Context: an optimization exercise on an open-source flow, tuned for small area and a short achievable clock period. The choices shown serve that exercise and are no tape-out recipe.
Function not checked in this run: the RTL went through the layout flow alone.
Power and IR drop assume default switching activity.

===== design/flow/flow/run.sh =====
#!/bin/bash
# The standard layout (standard.sh) with two changes:
#  - the smallest buffer (buf_1) on every port;
#  - synthesis maps with ABC script flow/abc.script (in a copy of ORFS's
#    scripts folder, where it replaces abc_speed.script).
# Extra ORFS settings: 
# Each ORFS step writes its full log under orfs/logs/; make's output goes to
# standard_flow.log.
set -euo pipefail
rm -rf scripts_abc
cp -r "$FLOW_HOME/scripts" scripts_abc
cp flow/abc.script scripts_abc/abc_speed.script
export BUFFER_PORTS_ARGS="-buffer_cell sky130_fd_sc_hd__buf_1"
bash standard.sh SCRIPTS_DIR="$PWD/scripts_abc"  finish > standard_flow.log 2>&1

===== design/flow/flow/abc.script =====
&get -n
&st
&syn2
&dch -f
&nf -p -R 10
&put
buffer -c
topo
stime -c
dnsize -c

===== design/flow/standard.sh =====
#!/bin/bash
# synth_recipe.tcl (not shown) runs the flow's synth.tcl, then flattens the netlist and writes it again
# the make line also repeats each setting of config.mk as NAME=value (left out here)
make -C /OpenROAD-flow-scripts/flow DESIGN_CONFIG=/design/flow/config.mk WORK_HOME=/design/flow/orfs CLKGATE_MAP_FILE= SYNTH_SCRIPT=/design/flow/synth_recipe.tcl "${@:-finish}"

===== design/flow/config.mk =====
export PLATFORM = sky130hd
export DESIGN_NAME = sparc_exu_alu
export DESIGN_NICKNAME = sparc_exu_alu
export VERILOG_FILES = /design/flow/design.v
export SDC_FILE = /design/flow/constraint.sdc
export NUM_CORES = 4
export LEC_CHECK = 0
export CAP_MARGIN = 20
export CORE_MARGIN = 2
export CORE_UTILIZATION = 40
export SETUP_SLACK_MARGIN = 3.0
export SLEW_MARGIN = 20
export SYNTH_HIERARCHICAL = 1

===== design/flow/constraint.sdc =====
create_clock -name core_clock -period 9.0 [get_ports {rclk}]
set_input_delay 1.8000 -clock core_clock [delete_from_list [all_inputs] [get_ports {rclk}]]
set_output_delay 1.8000 -clock core_clock [all_outputs]
set_load 0.01 [all_outputs]

===== design/flow/design.v =====
module sparc_exu_alu
(
   alu_byp_rd_data_e, exu_ifu_brpc_e, exu_lsu_ldst_va_e,
   exu_lsu_early_va_e, exu_mmu_early_va_e, alu_ecl_add_n64_e,
   alu_ecl_add_n32_e, alu_ecl_log_n64_e, alu_ecl_log_n32_e,
   alu_ecl_zhigh_e, alu_ecl_zlow_e, exu_ifu_regz_e,
   alu_ecl_adderin2_63_e, alu_ecl_adderin2_31_e,
   alu_ecl_adder_out_63_e, alu_ecl_cout32_e, alu_ecl_cout64_e_l,
   alu_ecl_mem_addr_invalid_e_l,
   cen, rclk, byp_alu_rs1_data_e, byp_alu_rs2_data_e_l,
   byp_alu_rs3_data_e, byp_alu_rcc_data_e, ecl_alu_cin_e,
   ifu_exu_invert_d, ecl_alu_log_sel_and_e, ecl_alu_log_sel_or_e,
   ecl_alu_log_sel_xor_e, ecl_alu_log_sel_move_e,
   ecl_alu_out_sel_sum_e_l, ecl_alu_out_sel_rs3_e_l,
   ecl_alu_out_sel_shift_e_l, ecl_alu_out_sel_logic_e_l,
   shft_alu_shift_out_e, ecl_alu_sethi_inst_e, ifu_lsu_casa_e
   );
   input cen;
   input rclk;
   input [63:0] byp_alu_rs1_data_e;
   input [63:0] byp_alu_rs2_data_e_l;
   input [63:0] byp_alu_rs3_data_e;
   input [63:0] byp_alu_rcc_data_e;
   input        ecl_alu_cin_e;
   input        ifu_exu_invert_d;
   input        ecl_alu_log_sel_and_e;
   input        ecl_alu_log_sel_or_e;
   input        ecl_alu_log_sel_xor_e;
   input        ecl_alu_log_sel_move_e;
   input        ecl_alu_out_sel_sum_e_l;
   input        ecl_alu_out_sel_rs3_e_l;
   input        ecl_alu_out_sel_shift_e_l;
   input        ecl_alu_out_sel_logic_e_l;
   input [63:0] shft_alu_shift_out_e;
   input        ecl_alu_sethi_inst_e;
   input        ifu_lsu_casa_e;
   output [63:0] alu_byp_rd_data_e;
   output [47:0] exu_ifu_brpc_e;
   output [47:0] exu_lsu_ldst_va_e;
   output [10:3] exu_lsu_early_va_e;
   output [7:0]  exu_mmu_early_va_e;
   output        alu_ecl_add_n64_e;
   output        alu_ecl_add_n32_e;
   output        alu_ecl_log_n64_e;
   output        alu_ecl_log_n32_e;
   output        alu_ecl_zhigh_e;
   output        alu_ecl_zlow_e;
   output        exu_ifu_regz_e;
   output        alu_ecl_adderin2_63_e;
   output        alu_ecl_adderin2_31_e;
   output        alu_ecl_adder_out_63_e;
   output        alu_ecl_cout32_e;
   output        alu_ecl_cout64_e_l;
   output        alu_ecl_mem_addr_invalid_e_l;
   wire [63:0] a = byp_alu_rs1_data_e;
   wire [63:0] rs2 = ~byp_alu_rs2_data_e_l;
   wire        cin = ecl_alu_cin_e;
   reg invert_e;
   always @(posedge rclk) invert_e <= ifu_exu_invert_d;
   wire [63:0] b;
   alu_bx bx (.rs2_l(byp_alu_rs2_data_e_l), .inv(invert_e), .b(b));
   wire [63:0] p, gn, tn;
   alu_pgen pgen (.a(a), .b(b), .p(p));
   alu_gt gtgen (.a(a), .b(b), .gn(gn), .tn(tn));
   wire [63:0] g = ~gn, t = ~tn;
   wire [64:0] c;
   alu_carry carry (.gn(gn), .tn(tn), .cin(cin), .c(c));
   wire [63:0] sum;
   alu_sum sumx (.p(p), .c(c[63:0]), .s(sum));
   reg [63:0] sum_q;
   always @(posedge rclk) if (cen) sum_q <= sum;
   wire [63:0] lgn;
   alu_logic logic_blk (.gn(gn), .p(p), .rs2(rs2), .sel_and(ecl_alu_log_sel_and_e),
                        .sel_or(ecl_alu_log_sel_or_e), .sel_xor(ecl_alu_log_sel_xor_e),
                        .sel_mov(ecl_alu_log_sel_move_e), .sethi(ecl_alu_sethi_inst_e),
                        .lgn(lgn));
   wire [63:0] lg = ~lgn;
   alu_outmux outmux (.sum_q(sum_q), .rs3(byp_alu_rs3_data_e), .sh(shft_alu_shift_out_e),
                      .lgn(lgn), .sel_sum(~ecl_alu_out_sel_sum_e_l),
                      .sel_rs3(~ecl_alu_out_sel_rs3_e_l),
                      .sel_sh(~ecl_alu_out_sel_shift_e_l),
                      .sel_lg_l(ecl_alu_out_sel_logic_e_l), .rd(alu_byp_rd_data_e));
   wire spr_zlo, spr_zhi, lg_zlo, lg_zhi;
   alu_sprz sprz (.p(p), .tn(tn), .cin(cin), .zlo(spr_zlo), .zhi(spr_zhi));
   alu_o64 lgz (.x(lgn), .olo(lg_zlo), .ohi(lg_zhi));
   assign alu_ecl_zlow_e  = ecl_alu_out_sel_sum_e_l ? lg_zlo : spr_zlo;
   assign alu_ecl_zhigh_e = ecl_alu_out_sel_sum_e_l ? lg_zhi : spr_zhi;
   alu_va va (.a(a), .sum_q(sum_q), .casa(ifu_lsu_casa_e), .va(exu_lsu_ldst_va_e),
              .ok_l(alu_ecl_mem_addr_invalid_e_l));
   alu_z64 rccz (.x(byp_alu_rcc_data_e), .zlo(), .zhi(), .z(exu_ifu_regz_e));
   assign exu_ifu_brpc_e = sum_q[47:0];
   assign exu_lsu_early_va_e = sum_q[10:3];
   assign exu_mmu_early_va_e = sum_q[7:0];
   assign alu_ecl_add_n64_e = sum_q[63];
   assign alu_ecl_adder_out_63_e = sum_q[63];
   assign alu_ecl_add_n32_e = sum_q[31];
   assign alu_ecl_log_n64_e = lg[63];
   assign alu_ecl_log_n32_e = lg[31];
   assign alu_ecl_adderin2_63_e = b[63];
   assign alu_ecl_adderin2_31_e = b[31];
   assign alu_ecl_cout32_e = c[32];
   assign alu_ecl_cout64_e_l = ~c[64];
endmodule
module alu_bx (rs2_l, inv, b);
   input [63:0] rs2_l;
   input inv;
   output [63:0] b;
   assign b = ~rs2_l ^ {64{inv}};
endmodule
module alu_pgen (a, b, p);
   input [63:0] a, b;
   output [63:0] p;
   assign p = a ^ b;
endmodule
module alu_gt (a, b, gn, tn);
   input [63:0] a, b;
   output [63:0] gn, tn;
   assign gn = ~(a & b);
   assign tn = ~(a | b);
endmodule
module alu_sum (p, c, s);
   input [63:0] p, c;
   output [63:0] s;
   assign s = p ^ c;
endmodule
module alu_logic (gn, p, rs2, sel_and, sel_or, sel_xor, sel_mov, sethi, lgn);
   input [63:0] gn, p, rs2;
   wire [63:0] g = ~gn;
   input sel_and, sel_or, sel_xor, sel_mov, sethi;
   output [63:0] lgn;
   wire s_g = sel_and | sel_or;
   wire s_p = sel_or | sel_xor;
   wire s_mlo = sel_mov;
   wire s_mhi = sel_mov & ~sethi;
   assign lgn = ~((g & {64{s_g}}) | (p & {64{s_p}}) |
                  (rs2 & {{32{s_mhi}}, {32{s_mlo}}}));
endmodule
module alu_outmux (sum_q, rs3, sh, lgn, sel_sum, sel_rs3, sel_sh, sel_lg_l, rd);
   input [63:0] sum_q, rs3, sh, lgn;
   input sel_sum, sel_rs3, sel_sh, sel_lg_l;
   output [63:0] rd;
   wire [63:0] y0n = ~((sum_q & {64{sel_sum}}) | (rs3 & {64{sel_rs3}}));
   wire [63:0] y1n = ~((~lgn & ~{64{sel_lg_l}}) | (sh & {64{sel_sh}}));
   assign rd = ~(y0n & y1n);
endmodule
module alu_sprz (p, tn, cin, zlo, zhi);
   input [63:0] p, tn;
   input cin;
   output zlo, zhi;
   wire [63:0] spr = p ^ {~tn[62:0], cin};
   assign zlo = ~(|spr[31:0]);
   assign zhi = ~(|spr[63:32]);
endmodule
module alu_z64 (x, zlo, zhi, z);
   input [63:0] x;
   output zlo, zhi, z;
   assign zlo = ~(|x[31:0]);
   assign zhi = ~(|x[63:32]);
   assign z = ~(|x);
endmodule
module alu_o64 (x, olo, ohi);
   input [63:0] x;
   output olo, ohi;
   assign olo = &x[31:0];
   assign ohi = &x[63:32];
endmodule
module alu_va (a, sum_q, casa, va, ok_l);
   input [63:0] a, sum_q;
   input casa;
   output [47:0] va;
   output ok_l;
   assign va = casa ? a[47:0] : sum_q[47:0];
   wire a_ok = (&a[63:47]) | ~(|a[63:47]);
   wire s_ok = (&sum_q[63:47]) | ~(|sum_q[63:47]);
   assign ok_l = casa ? a_ok : s_ok;
endmodule
module alu_carry (gn, tn, cin, c);
   input [63:0] gn, tn;
   wire [63:0] g = ~gn, t = ~tn;
   input cin;
   output [64:0] c;    
   wire bg0_0 = (g[1] | (t[1] & g[0]));
   wire bt0_0 = t[0] & t[1];
   wire bg0_1 = (g[3] | (t[3] & g[2]));
   wire bt0_1 = t[2] & t[3];
   wire bg0_2 = (g[5] | (t[5] & g[4]));
   wire bt0_2 = t[4] & t[5];
   wire bg0_3 = (g[7] | (t[7] & g[6]));
   wire bt0_3 = t[6] & t[7];
   wire bg0_4 = (g[9] | (t[9] & g[8]));
   wire bt0_4 = t[8] & t[9];
   wire bg0_5 = (g[11] | (t[11] & g[10]));
   wire bt0_5 = t[10] & t[11];
   wire bg0_6 = (g[13] | (t[13] & g[12]));
   wire bt0_6 = t[12] & t[13];
   wire bg0_7 = (g[15] | (t[15] & g[14]));
   wire bt0_7 = t[14] & t[15];
   wire bg0_8 = (g[17] | (t[17] & g[16]));
   wire bt0_8 = t[16] & t[17];
   wire bg0_9 = (g[19] | (t[19] & g[18]));
   wire bt0_9 = t[18] & t[19];
   wire bg0_10 = (g[21] | (t[21] & g[20]));
   wire bt0_10 = t[20] & t[21];
   wire bg0_11 = (g[23] | (t[23] & g[22]));
   wire bt0_11 = t[22] & t[23];
   wire bg0_12 = (g[25] | (t[25] & g[24]));
   wire bt0_12 = t[24] & t[25];
   wire bg0_13 = (g[27] | (t[27] & g[26]));
   wire bt0_13 = t[26] & t[27];
   wire bg0_14 = (g[29] | (t[29] & g[28]));
   wire bt0_14 = t[28] & t[29];
   wire bg0_15 = (g[31] | (t[31] & g[30]));
   wire bt0_15 = t[30] & t[31];
   wire bg0_16 = (g[33] | (t[33] & g[32]));
   wire bt0_16 = t[32] & t[33];
   wire bg0_17 = (g[35] | (t[35] & g[34]));
   wire bt0_17 = t[34] & t[35];
   wire bg0_18 = (g[37] | (t[37] & g[36]));
   wire bt0_18 = t[36] & t[37];
   wire bg0_19 = (g[39] | (t[39] & g[38]));
   wire bt0_19 = t[38] & t[39];
   wire bg0_20 = (g[41] | (t[41] & g[40]));
   wire bt0_20 = t[40] & t[41];
   wire bg0_21 = (g[43] | (t[43] & g[42]));
   wire bt0_21 = t[42] & t[43];
   wire bg0_22 = (g[45] | (t[45] & g[44]));
   wire bt0_22 = t[44] & t[45];
   wire bg0_23 = (g[47] | (t[47] & g[46]));
   wire bt0_23 = t[46] & t[47];
   wire bg0_24 = (g[49] | (t[49] & g[48]));
   wire bt0_24 = t[48] & t[49];
   wire bg0_25 = (g[51] | (t[51] & g[50]));
   wire bt0_25 = t[50] & t[51];
   wire bg0_26 = (g[53] | (t[53] & g[52]));
   wire bt0_26 = t[52] & t[53];
   wire bg0_27 = (g[55] | (t[55] & g[54]));
   wire bt0_27 = t[54] & t[55];
   wire bg0_28 = (g[57] | (t[57] & g[56]));
   wire bt0_28 = t[56] & t[57];
   wire bg0_29 = (g[59] | (t[59] & g[58]));
   wire bt0_29 = t[58] & t[59];
   wire bg0_30 = (g[61] | (t[61] & g[60]));
   wire bt0_30 = t[60] & t[61];
   wire bg0_31 = (g[63] | (t[63] & g[62]));
   wire bt0_31 = t[62] & t[63];
   wire bg1_1 = bg0_1 | (bt0_1 & bg0_0);
   wire bt1_1 = bt0_1 & bt0_0;
   wire bg1_3 = bg0_3 | (bt0_3 & bg0_2);
   wire bt1_3 = bt0_3 & bt0_2;
   wire bg1_5 = bg0_5 | (bt0_5 & bg0_4);
   wire bt1_5 = bt0_5 & bt0_4;
   wire bg1_7 = bg0_7 | (bt0_7 & bg0_6);
   wire bt1_7 = bt0_7 & bt0_6;
   wire bg1_9 = bg0_9 | (bt0_9 & bg0_8);
   wire bt1_9 = bt0_9 & bt0_8;
   wire bg1_11 = bg0_11 | (bt0_11 & bg0_10);
   wire bt1_11 = bt0_11 & bt0_10;
   wire bg1_13 = bg0_13 | (bt0_13 & bg0_12);
   wire bt1_13 = bt0_13 & bt0_12;
   wire bg1_15 = bg0_15 | (bt0_15 & bg0_14);
   wire bt1_15 = bt0_15 & bt0_14;
   wire bg1_17 = bg0_17 | (bt0_17 & bg0_16);
   wire bt1_17 = bt0_17 & bt0_16;
   wire bg1_19 = bg0_19 | (bt0_19 & bg0_18);
   wire bt1_19 = bt0_19 & bt0_18;
   wire bg1_21 = bg0_21 | (bt0_21 & bg0_20);
   wire bt1_21 = bt0_21 & bt0_20;
   wire bg1_23 = bg0_23 | (bt0_23 & bg0_22);
   wire bt1_23 = bt0_23 & bt0_22;
   wire bg1_25 = bg0_25 | (bt0_25 & bg0_24);
   wire bt1_25 = bt0_25 & bt0_24;
   wire bg1_27 = bg0_27 | (bt0_27 & bg0_26);
   wire bt1_27 = bt0_27 & bt0_26;
   wire bg1_29 = bg0_29 | (bt0_29 & bg0_28);
   wire bt1_29 = bt0_29 & bt0_28;
   wire bg1_31 = bg0_31 | (bt0_31 & bg0_30);
   wire bt1_31 = bt0_31 & bt0_30;
   wire bg2_3 = bg1_3 | (bt1_3 & bg1_1);
   wire bt2_3 = bt1_3 & bt1_1;
   wire bg2_7 = bg1_7 | (bt1_7 & bg1_5);
   wire bt2_7 = bt1_7 & bt1_5;
   wire bg2_11 = bg1_11 | (bt1_11 & bg1_9);
   wire bt2_11 = bt1_11 & bt1_9;
   wire bg2_15 = bg1_15 | (bt1_15 & bg1_13);
   wire bt2_15 = bt1_15 & bt1_13;
   wire bg2_19 = bg1_19 | (bt1_19 & bg1_17);
   wire bt2_19 = bt1_19 & bt1_17;
   wire bg2_23 = bg1_23 | (bt1_23 & bg1_21);
   wire bt2_23 = bt1_23 & bt1_21;
   wire bg2_27 = bg1_27 | (bt1_27 & bg1_25);
   wire bt2_27 = bt1_27 & bt1_25;
   wire bg2_31 = bg1_31 | (bt1_31 & bg1_29);
   wire bt2_31 = bt1_31 & bt1_29;
   wire bg3_7 = bg2_7 | (bt2_7 & bg2_3);
   wire bt3_7 = bt2_7 & bt2_3;
   wire bg3_15 = bg2_15 | (bt2_15 & bg2_11);
   wire bt3_15 = bt2_15 & bt2_11;
   wire bg3_23 = bg2_23 | (bt2_23 & bg2_19);
   wire bt3_23 = bt2_23 & bt2_19;
   wire bg3_31 = bg2_31 | (bt2_31 & bg2_27);
   wire bt3_31 = bt2_31 & bt2_27;
   wire bg4_15 = bg3_15 | (bt3_15 & bg3_7);
   wire bt4_15 = bt3_15 & bt3_7;
   wire bg4_31 = bg3_31 | (bt3_31 & bg3_23);
   wire bt4_31 = bt3_31 & bt3_23;
   wire bg5_31 = bg4_31 | (bt4_31 & bg4_15);
   wire bt5_31 = bt4_31 & bt4_15;
   wire bg6_23 = bg3_23 | (bt3_23 & bg4_15);
   wire bt6_23 = bt3_23 & bt4_15;
   wire bg7_11 = bg2_11 | (bt2_11 & bg3_7);
   wire bt7_11 = bt2_11 & bt3_7;
   wire bg7_19 = bg2_19 | (bt2_19 & bg4_15);
   wire bt7_19 = bt2_19 & bt4_15;
   wire bg7_27 = bg2_27 | (bt2_27 & bg6_23);
   wire bt7_27 = bt2_27 & bt6_23;
   wire bg8_5 = bg1_5 | (bt1_5 & bg2_3);
   wire bt8_5 = bt1_5 & bt2_3;
   wire bg8_9 = bg1_9 | (bt1_9 & bg3_7);
   wire bt8_9 = bt1_9 & bt3_7;
   wire bg8_13 = bg1_13 | (bt1_13 & bg7_11);
   wire bt8_13 = bt1_13 & bt7_11;
   wire bg8_17 = bg1_17 | (bt1_17 & bg4_15);
   wire bt8_17 = bt1_17 & bt4_15;
   wire bg8_21 = bg1_21 | (bt1_21 & bg7_19);
   wire bt8_21 = bt1_21 & bt7_19;
   wire bg8_25 = bg1_25 | (bt1_25 & bg6_23);
   wire bt8_25 = bt1_25 & bt6_23;
   wire bg8_29 = bg1_29 | (bt1_29 & bg7_27);
   wire bt8_29 = bt1_29 & bt7_27;
   wire bg9_2 = bg0_2 | (bt0_2 & bg1_1);
   wire bt9_2 = bt0_2 & bt1_1;
   wire bg9_4 = bg0_4 | (bt0_4 & bg2_3);
   wire bt9_4 = bt0_4 & bt2_3;
   wire bg9_6 = bg0_6 | (bt0_6 & bg8_5);
   wire bt9_6 = bt0_6 & bt8_5;
   wire bg9_8 = bg0_8 | (bt0_8 & bg3_7);
   wire bt9_8 = bt0_8 & bt3_7;
   wire bg9_10 = bg0_10 | (bt0_10 & bg8_9);
   wire bt9_10 = bt0_10 & bt8_9;
   wire bg9_12 = bg0_12 | (bt0_12 & bg7_11);
   wire bt9_12 = bt0_12 & bt7_11;
   wire bg9_14 = bg0_14 | (bt0_14 & bg8_13);
   wire bt9_14 = bt0_14 & bt8_13;
   wire bg9_16 = bg0_16 | (bt0_16 & bg4_15);
   wire bt9_16 = bt0_16 & bt4_15;
   wire bg9_18 = bg0_18 | (bt0_18 & bg8_17);
   wire bt9_18 = bt0_18 & bt8_17;
   wire bg9_20 = bg0_20 | (bt0_20 & bg7_19);
   wire bt9_20 = bt0_20 & bt7_19;
   wire bg9_22 = bg0_22 | (bt0_22 & bg8_21);
   wire bt9_22 = bt0_22 & bt8_21;
   wire bg9_24 = bg0_24 | (bt0_24 & bg6_23);
   wire bt9_24 = bt0_24 & bt6_23;
   wire bg9_26 = bg0_26 | (bt0_26 & bg8_25);
   wire bt9_26 = bt0_26 & bt8_25;
   wire bg9_28 = bg0_28 | (bt0_28 & bg7_27);
   wire bt9_28 = bt0_28 & bt7_27;
   wire bg9_30 = bg0_30 | (bt0_30 & bg8_29);
   wire bt9_30 = bt0_30 & bt8_29;
   assign c[0] = cin;
   assign c[2] = bg0_0 | (bt0_0 & cin);
   assign c[4] = bg1_1 | (bt1_1 & cin);
   assign c[6] = bg9_2 | (bt9_2 & cin);
   assign c[8] = bg2_3 | (bt2_3 & cin);
   assign c[10] = bg9_4 | (bt9_4 & cin);
   assign c[12] = bg8_5 | (bt8_5 & cin);
   assign c[14] = bg9_6 | (bt9_6 & cin);
   assign c[16] = bg3_7 | (bt3_7 & cin);
   assign c[18] = bg9_8 | (bt9_8 & cin);
   assign c[20] = bg8_9 | (bt8_9 & cin);
   assign c[22] = bg9_10 | (bt9_10 & cin);
   assign c[24] = bg7_11 | (bt7_11 & cin);
   assign c[26] = bg9_12 | (bt9_12 & cin);
   assign c[28] = bg8_13 | (bt8_13 & cin);
   assign c[30] = bg9_14 | (bt9_14 & cin);
   assign c[32] = bg4_15 | (bt4_15 & cin);
   assign c[34] = bg9_16 | (bt9_16 & cin);
   assign c[36] = bg8_17 | (bt8_17 & cin);
   assign c[38] = bg9_18 | (bt9_18 & cin);
   assign c[40] = bg7_19 | (bt7_19 & cin);
   assign c[42] = bg9_20 | (bt9_20 & cin);
   assign c[44] = bg8_21 | (bt8_21 & cin);
   assign c[46] = bg9_22 | (bt9_22 & cin);
   assign c[48] = bg6_23 | (bt6_23 & cin);
   assign c[50] = bg9_24 | (bt9_24 & cin);
   assign c[52] = bg8_25 | (bt8_25 & cin);
   assign c[54] = bg9_26 | (bt9_26 & cin);
   assign c[56] = bg7_27 | (bt7_27 & cin);
   assign c[58] = bg9_28 | (bt9_28 & cin);
   assign c[60] = bg8_29 | (bt8_29 & cin);
   assign c[62] = bg9_30 | (bt9_30 & cin);
   assign c[64] = bg5_31 | (bt5_31 & cin);
   assign c[1] = g[0] | (t[0] & c[0]);
   assign c[3] = g[2] | (t[2] & c[2]);
   assign c[5] = g[4] | (t[4] & c[4]);
   assign c[7] = g[6] | (t[6] & c[6]);
   assign c[9] = g[8] | (t[8] & c[8]);
   assign c[11] = g[10] | (t[10] & c[10]);
   assign c[13] = g[12] | (t[12] & c[12]);
   assign c[15] = g[14] | (t[14] & c[14]);
   assign c[17] = g[16] | (t[16] & c[16]);
   assign c[19] = g[18] | (t[18] & c[18]);
   assign c[21] = g[20] | (t[20] & c[20]);
   assign c[23] = g[22] | (t[22] & c[22]);
   assign c[25] = g[24] | (t[24] & c[24]);
   assign c[27] = g[26] | (t[26] & c[26]);
   assign c[29] = g[28] | (t[28] & c[28]);
   assign c[31] = g[30] | (t[30] & c[30]);
   assign c[33] = g[32] | (t[32] & c[32]);
   assign c[35] = g[34] | (t[34] & c[34]);
   assign c[37] = g[36] | (t[36] & c[36]);
   assign c[39] = g[38] | (t[38] & c[38]);
   assign c[41] = g[40] | (t[40] & c[40]);
   assign c[43] = g[42] | (t[42] & c[42]);
   assign c[45] = g[44] | (t[44] & c[44]);
   assign c[47] = g[46] | (t[46] & c[46]);
   assign c[49] = g[48] | (t[48] & c[48]);
   assign c[51] = g[50] | (t[50] & c[50]);
   assign c[53] = g[52] | (t[52] & c[52]);
   assign c[55] = g[54] | (t[54] & c[54]);
   assign c[57] = g[56] | (t[56] & c[56]);
   assign c[59] = g[58] | (t[58] & c[58]);
   assign c[61] = g[60] | (t[60] & c[60]);
   assign c[63] = g[62] | (t[62] & c[62]);
endmodule

==> reports/qor.yml <==
status:
  status: "timing/DRC/antenna clean"
routing:
  via_count: 11954
  drt_iter0_markers: 1105
  drtPass1Iterations: 9
  finalWirelength_mm: 44.2
  vias_per_cell: 5.62
  ant_nets: 0
  drc: 0
  post_drt_wl_per_cell_um: 20.8
logic_synthesis:
  synth_cell_type_count: 44
  yosysTopAreaCellShare: 0.189
  synth_area_leaders: "edfxtp_1 19%, xor2_1 11%, xnor2_1 11%, a222oi_1 6.3%, inv_1 6.0%"
  synth.cells.most_frequent: "162 x inv_1, 151 x nand2_1, 129 x xor2_1"
  synth-seq-area-share: 0.191
  ys_ff_latch: 65
  ys_warn_count: 7
  synth.net_count: 1671
  synth_top_area_cell: "edfxtp_1"
  synth_edf_count: 64
  syn_avg_cell_area_um2: 7.62
  synthFlopType: "edfxtp_1"
  synth.most_common_cell: "inv_1"
  post_synth_instance_area_um2: 10200
  async_flop_share: 0
  synthCells: 1337
sta:
  min_period_ns: 5.97
  maxSlewHeadroom: 0.291
  holdWs_ns: 1.31
  tightest_slew_ns: 1.06
  fin_skew_ns: 0.00612
  postLayoutSetupSlackWorst_ns: 3.03
  rsz0062_at_grt: "true"
  slew_viol_final: 0
  setup_viol: 0
  hold_viol_final: 0
  post-route-period-util: 0.663
  fin_setup_tns_ns: 0
  timing.fmax_mhz: 168
finish:
  n_fill_cell: 2616
  fin_nets: 2122
  drive_above_1_share: 0.0948
  area_growth_pct: 24.1
  register_area_um2: 1950
  multiInputGateArea_um2: 6950
grt:
  grt_pass1_wl_mm: 63.2
  grt.overflow.total: 0
  grt_max_degree: 65
  grt_pass1_vias: 11007
  grtUsageTotal: 0.309
  antenna_found_initial: 4
placement:
  place_congestion: 0.935
  preCtsSetupSlack_ns: 2.47
  dp_hpwl_mm: 34.4
  port-buffer-count: 522
min_path:
  hp-class: "reg2reg"
  min_to: "sum_q[18]"
  min-delay-start: "invert_e"
  holdPathStages: 3
worst_setup_path:
  cp-start-kind: "primary input"
  r2r_cells: 14
  crit_fanout: 64
  critical_path_required_ns: 7.20
  end_kind: "output pin"
  worstPathArrival_ns: 4.17
  r2r_start: "invert_e"
  reg2reg_setup_slack_ns: 4.55
  path_class: "in2out"
  r2r-end: "sum_q[61]"
clock_tree:
  clk_path_buf_depth: 2
  clk_latency_ns: 0.35
  hold_buffers: 0
  cts_buffers: 9
  clkSlewWorstSetupHoldPaths_ns: 0.06
  h-tree-depth: 3
  clockRootBuffer: "clkbuf_16"
  cts.sinks: 65
  cts_tree: "built"
floorplan:
  ios: 523
  row_count: 58
  fp.coreArea_um2: 25100
  start_util: 0.406
  dieArea_um2: 26800
  die_y_um: 164
  die_w_um: 164
run:
  max_cap_viol_count: 0
power_and_ir_drop:
  powerDensity_nw_per_um2: 152
  p_leak_nw: 5.00
  irDropWorstVdd_v: 0.0000758
[where the power goes]
group	internal (mW)	total (mW)	switching (mW)	leakage, nW
sequential	0.427	0.499	0.0718	0.635
clock	0.271	0.431	0.159	0.162
combinational	0.384	0.994	0.610	4.21
[stage by stage]
| stage | utilization | total power, mW | cells | instance area, µm² |
|---|---|---|---|---|
| 2_1_floorplan | - | 1.16 | 1337 | 10200 |
| 4_1_cts | 0.492 | 1.90 | 2113 | 12400 |
| 5_1_grt | 0.503 | 2.03 | 2126 | 12600 |
| 6_report | 0.503 | 1.92 | 2127 | 12600 |
| 3_5_place_dp | 0.467 | 1.43 | 2071 | 11700 |
| 3_3_place_gp | 0.467 | 1.43 | 2071 | 11700 |
[kinds of logic (layout without fill, tap and decap cells)]
kind of cell | count (synthesis) | in the layout | share of synthesized area
AND/OR/NAND/NOR | 373 | 373 | 0.167
AO/OA/AOI/OAI | 303 | 303 | 0.218
buffers and inverters | 290 | 746 | 0.150
XOR/XNOR | 256 | 256 | 0.220
flip-flops | 65 | 65 | 0.191
multiplexers | 50 | 50 | 0.0553
other | 0 | 4 | 0
[layer usage]
metal  global-route usage  up-vias  routed length, µm
met5                    0        -                  0
met4                0.122        0               1570
met3               0.0396       85               3140
met2                0.546      607              21700
met1                0.380     5637              17800
li1                     -     5625                  -
[layout by cell type (no fill, tap or decap), drive strengths merged, types with 2 or more instances in the layout]
| cell | netlist | final |
|---|---|---|
| edfxtp | 64 | 64 |
| or2 | 5 | 5 |
| and2 | 3 | 3 |
| o31ai | 2 | 2 |
| bufinv | 0 | 3 |
| a22oi | 64 | 64 |
| xor2 | 129 | 129 |
| clkinvlp | 0 | 2 |
| clkinv | 0 | 2 |
| nor4 | 48 | 48 |
| and3 | 2 | 2 |
| mux2 | 50 | 50 |
| nor3 | 7 | 7 |
| nand2b | 6 | 6 |
| o211ai | 64 | 64 |
| nand2 | 151 | 151 |
| or3 | 3 | 3 |
| o21ai | 63 | 63 |
| nor2 | 104 | 104 |
| a21oi | 30 | 30 |
| a21bo | 4 | 4 |
| buf | 118 | 563 |
| o21bai | 2 | 2 |
| or4 | 5 | 5 |
| a222oi | 64 | 64 |
| a21o | 2 | 2 |
| clkbuf | 10 | 14 |
| inv | 162 | 162 |
| xnor2 | 127 | 127 |
| o21a | 3 | 3 |
| diode | 0 | 4 |
| nand4 | 36 | 36 |
[flip-flops by register name, indices dropped and copies added (netlist names)]
name	cells
sum_q	64
invert_e	1
[area by class of cell]
cell class | count | area share
well taps | 330 | 0.0327
repair buffers | 568 | 0.188
flip-flops and latches | 65 | 0.154
inverters | 162 | 0.0481
diodes | 4 | 0.000792
multi-input cells | 982 | 0.550
clock buffers | 9 | 0.0178
clock inverters | 7 | 0.00940
[modules after synthesis, one instance, submodules excluded, a selection]
module	cells inside	copies in the design
alu_outmux	220	1
alu_carry	226	1
alu_logic	152	1
alu_va	79	1
alu_sprz	86	1
alu_pgen	64	1
alu_sum	64	1
alu_z64	23	1
alu_o64	22	1
[worst max path at each step]
stage                                  start            endpoint  slack [ns]
floorplan           byp_alu_rs2_data_e_l[17]  alu_ecl_cout64_e_l        3.46
global placement        ecl_alu_log_sel_or_e      alu_ecl_zlow_e        2.53
detailed placement  byp_alu_rs2_data_e_l[16]  alu_ecl_cout64_e_l        2.47
CTS                     ecl_alu_log_sel_or_e     alu_ecl_zhigh_e        3.00
global route         byp_alu_rs2_data_e_l[9]  alu_ecl_cout64_e_l        2.94
finish                  ecl_alu_log_sel_or_e      alu_ecl_zlow_e        3.03
[critical path, stage by stage]
cell,delay [ns]
buf_1,0.09
or2_2,0.32
buf_12,0.20
a222oi_1,0.37
buf_4,0.20
nand4_1,0.10
or4_4,0.58
nor2_1,0.11
mux2_2,0.18
buf_2,0.15
[timing repair]
item / 4_1_cts / 5_1_grt
resized for setup: 21 / 36
endpoints found under the setup margin: 4 / 4
cloned: 0 / 1
pin swaps: 22 / 15
buffers inserted: 26 / 9

-- separate check: timing with driven ports --
The results above use ideal ports. As a check the final layout listed here was re-extracted and re-timed, cells and wires unchanged. Step 1 sets driving cells, clkbuf_16 on the clock port and buf_2 on the other inputs (assumed; they add their load-dependent delay and slew). Step 2 moves the port delays by t, midway between the first and last clock arrival at a register: inputs arrive t later, outputs are due t later. That takes back most of the time a late clock gives input paths. Slacks: ideal ports / drivers / drivers and shift; pairs: ideal ports / drivers.
t (ns): 0.393
setup slack, ns: 3.031 / 2.993 / 2.993
hold slack, ns: 1.308 / 1.308 / 1.308
pins driven straight from the clock port: 1
After both steps this run still meets setup and hold. The setup slack of this run moves by -0.038 ns with the drivers and by -0.038 ns with both steps.
